Background: an optimization exercise with open tools, aiming at small area, a short achievable clock period and few clock cycles. Do not read the settings as production practice.
The RTL was checked by simulation tests, not by an equivalence proof against the original design.
Power and IR drop assume default switching activity.

==> wip/cedar: inputs <==
Design MUL_DIV, start of the top module:
module MUL_DIV(
	input clk,
	input reset,
	input [31:0] SrcA,
	input [31:0] SrcB,
	input [2:0] Mul_Div_ctr,
	input Start,
	input EI_HILO_ctr,
	input ExcReq_E,
	output reg Busy,
	output reg [31:0] HI,
	output reg [31:0] LO
	);
Settings: LEC_CHECK=0, ABC_AREA=1, CAP_MARGIN=10, CORE_MARGIN=2, CORE_UTILIZATION=60, SLEW_MARGIN=10; clock period 100.0 ns.
run.sh (not shown) runs the stock make flow with config.mk's settings and CLKGATE_MAP_FILE= SYNTH_SCRIPT=/design/flow/synth_recipe.tcl, a recipe that flattens the netlist after the stock synthesis.
==> wip/sierra (differences from wip/cedar) <==
==> flow/flow/run.sh (new file) <==
#!/bin/bash
# Own layout flow: the standard flow (standard.sh) unchanged, except that the
# ports are buffered with sky130_fd_sc_hd__buf_1 instead of ORFS's default choice
# (clkdlybuf4s50_1). make's full output goes to synth.log and layout.log here;
# each ORFS step's log is in orfs/logs/.
set -euo pipefail
bash standard.sh synth > synth.log 2>&1
bash standard.sh "BUFFER_PORTS_ARGS=-buffer_cell sky130_fd_sc_hd__buf_1" finish > layout.log 2>&1
==> flow/standard.sh (new file) <==
#!/bin/bash
# synth_recipe.tcl (not shown) runs the flow's synth.tcl, then flattens the netlist and writes it again
# the make line also repeats each setting of config.mk as NAME=value (left out here)
make -C /OpenROAD-flow-scripts/flow DESIGN_CONFIG=/design/flow/config.mk WORK_HOME=/design/flow/orfs CLKGATE_MAP_FILE= SYNTH_SCRIPT=/design/flow/synth_recipe.tcl "${@:-finish}"
--- a/flow/config.mk
+++ b/flow/config.mk
@@ -7,6 +7,6 @@
 export LEC_CHECK = 0
 export ABC_AREA = 1
-export CAP_MARGIN = 10
+export CAP_MARGIN = 40
 export CORE_MARGIN = 2
-export CORE_UTILIZATION = 60
-export SLEW_MARGIN = 10
+export CORE_UTILIZATION = 40
+export SLEW_MARGIN = 30
removed: flow/run.sh
==> comparison <==
- Against wip/sierra, the worst hold slack of wip/cedar is higher by 0.015 ns.
- Against wip/cedar, the wire length of wip/sierra is larger by 4.8%.
- Against wip/cedar, the global-route usage of wip/sierra is lower by 14 points.
- Between wip/cedar and wip/sierra, the lower die area is in wip/cedar (gap 33%, measured against wip/sierra).
- In synthesized cell count, wip/sierra and wip/cedar do not differ.
- Between wip/cedar and wip/sierra, the lower register-to-register slack is in wip/cedar (gap 1.2 ns).
- Maximum frequency: wip/cedar is lower than wip/sierra (1.0%).
- In critical path depth, wip/sierra and wip/cedar do not differ.
- In wip/cedar the cell area is larger than in wip/sierra, by about 2.5%.
- In wip/cedar the clock-buffer cell count is higher than in wip/sierra, by 2.
- Clock power: wip/cedar is larger than wip/sierra (about 3%).
Testbench counts of wip/cedar, summed over its fixed seeds: cycles 67,513.
Testbench counts of wip/sierra, summed over its fixed seeds: cycles 67,513.

==> v4: inputs <==
MUL_DIV again, from the RTL that the note above started with.
==> flow/config.mk <==
export PLATFORM = sky130hd
export DESIGN_NAME = MUL_DIV
export DESIGN_NICKNAME = MUL_DIV
export VERILOG_FILES = /design/flow/design.v
export SDC_FILE = /design/flow/constraint.sdc
export NUM_CORES = 4
export LEC_CHECK = 0
export ABC_AREA = 1
export CAP_MARGIN = 40
export CORE_MARGIN = 2
export CORE_UTILIZATION = 40
export SLEW_MARGIN = 30
==> flow/constraint.sdc <==
create_clock -name core_clock -period 100.0 [get_ports {clk}]
set_input_delay 20.0000 -clock core_clock [delete_from_list [all_inputs] [get_ports {clk}]]
set_output_delay 20.0000 -clock core_clock [all_outputs]
set_load 0.01 [all_outputs]
Stock flow here: none of the scripts above is used.
==> v22 (differences from v4) <==
==> flow/flow/run.sh (new file) <==
#!/bin/bash
# Own layout flow: the standard flow (standard.sh) with two changes:
#  - synthesis uses flow/synth.tcl: synth_recipe.tcl with Yosys's synth -noabc
#    (same registers, names and cell types as the standard synthesis);
#  - the ports are buffered with sky130_fd_sc_hd__buf_1 instead of ORFS's
#    default choice (clkdlybuf4s50_1).
# make's full output goes to synth.log and layout.log here; each ORFS step's
# log is in orfs/logs/.
set -euo pipefail
here=$(pwd)
bash standard.sh "SYNTH_SCRIPT=$here/flow/synth.tcl" synth > synth.log 2>&1
bash standard.sh "SYNTH_SCRIPT=$here/flow/synth.tcl" "BUFFER_PORTS_ARGS=-buffer_cell sky130_fd_sc_hd__buf_1" finish > layout.log 2>&1
==> flow/flow/synth.tcl (new file) <==
# The standard flow's synthesis script (synth_recipe.tcl) with one change: Yosys's generic
# synth runs without its quick ABC pass (-noabc), so the full adders written in
# the RTL reach extract_fa as written; ORFS's own ABC mapping follows as usual.
proc synth {args} { yosys synth -nofsm -noshare -noabc {*}$args }
source $::env(SCRIPTS_DIR)/synth.tcl
# left out here: clear keep_hierarchy, flatten, clean up, hide names made inside functions, write 1_2_yosys.v
==> flow/standard.sh (new file) <==
#!/bin/bash
# synth_recipe.tcl (not shown) runs the flow's synth.tcl, then flattens the netlist and writes it again
# the make line also repeats each setting of config.mk as NAME=value (left out here)
make -C /OpenROAD-flow-scripts/flow DESIGN_CONFIG=/design/flow/config.mk WORK_HOME=/design/flow/orfs CLKGATE_MAP_FILE= SYNTH_SCRIPT=/design/flow/synth_recipe.tcl "${@:-finish}"
removed: flow/run.sh
==> notes <==
v4 completed without violations. v22 went through all stages and came out clean.
Against v4, the clock power of v22 is lower by about 4%.
Clock skew: v22 is lower than v4 (0.0042 ns).
In flip-flop and latch count, v4 and v22 do not differ.
Of v4 and v22, v22 has the higher first-iteration DRC count (gap about 2.2%, measured against v22).
Between v4 and v22, the lower fmax is in v4 (gap about 2%, measured against v22).
==> figures <==
Result of the run: v22 no timing/DRC/antenna violations; v4 no timing/DRC/antenna violations
Placement Setup Slack: v22 78.09 ns; v4 77.61 ns
Internal Pwr Total: v22 0.234 mW; v4 0.258 mW
Proportion of power drawn by combinational gates: v22 81.2%; v4 81.7%
Post-route insts no fill: v22 3,135; v4 3,397
Combinational power: v22 0.439 mW; v4 0.483 mW
Clock-net power: v22 0.0394 mW; v4 0.0410 mW
Power consumed by sequential cells: v22 0.0623 mW; v4 0.0671 mW
Minimum hold slack: v22 0.467 ns; v4 0.472 ns
Share of synthesized area occupied by flip-flops and latches: v22 13.5%; v4 12.8%
Largest stage delay on the critical path: v22 0.44 ns; v4 0.61 ns
Testbench counts of v4, summed over its fixed seeds: cycles 67,513.
Testbench counts of v22, summed over its fixed seeds: cycles 67,513.

==> afterwards: timing with drivers on the ports <==
The results above use ideal ports. As a check the final layouts listed here were re-extracted and re-timed, cells and wires unchanged.
Step 1, drivers: a clkbuf_16 drives clk and a buf_2 each remaining input, both assumed.
Step 2 times the ports against the registers' clock, not the clock port: input delays grow and output delays shrink by t, the midpoint of the rising clock arrivals with the driver on.
Three values: no drivers, after step 1, after step 2; two values: the first two.
run | t, ns | slack for setup (ns) | worst data-port slew with drivers (ns)
wip/cedar | 0.428 | 78.042 / 78.065 / 77.637 | 0.05
wip/sierra | 0.449 | 78.267 / 78.300 / 77.851 | 0.05
v4 | 0.438 | 77.990 / 78.022 / 77.584 | 0.05
v22 | 0.416 | 78.412 / 78.437 / 78.021 | 0.04
After both steps setup and hold are still met in every run listed. For wip/sierra, which loses most, drivers alone change the setup slack by +0.033 ns; drivers and shift together by -0.416 ns.
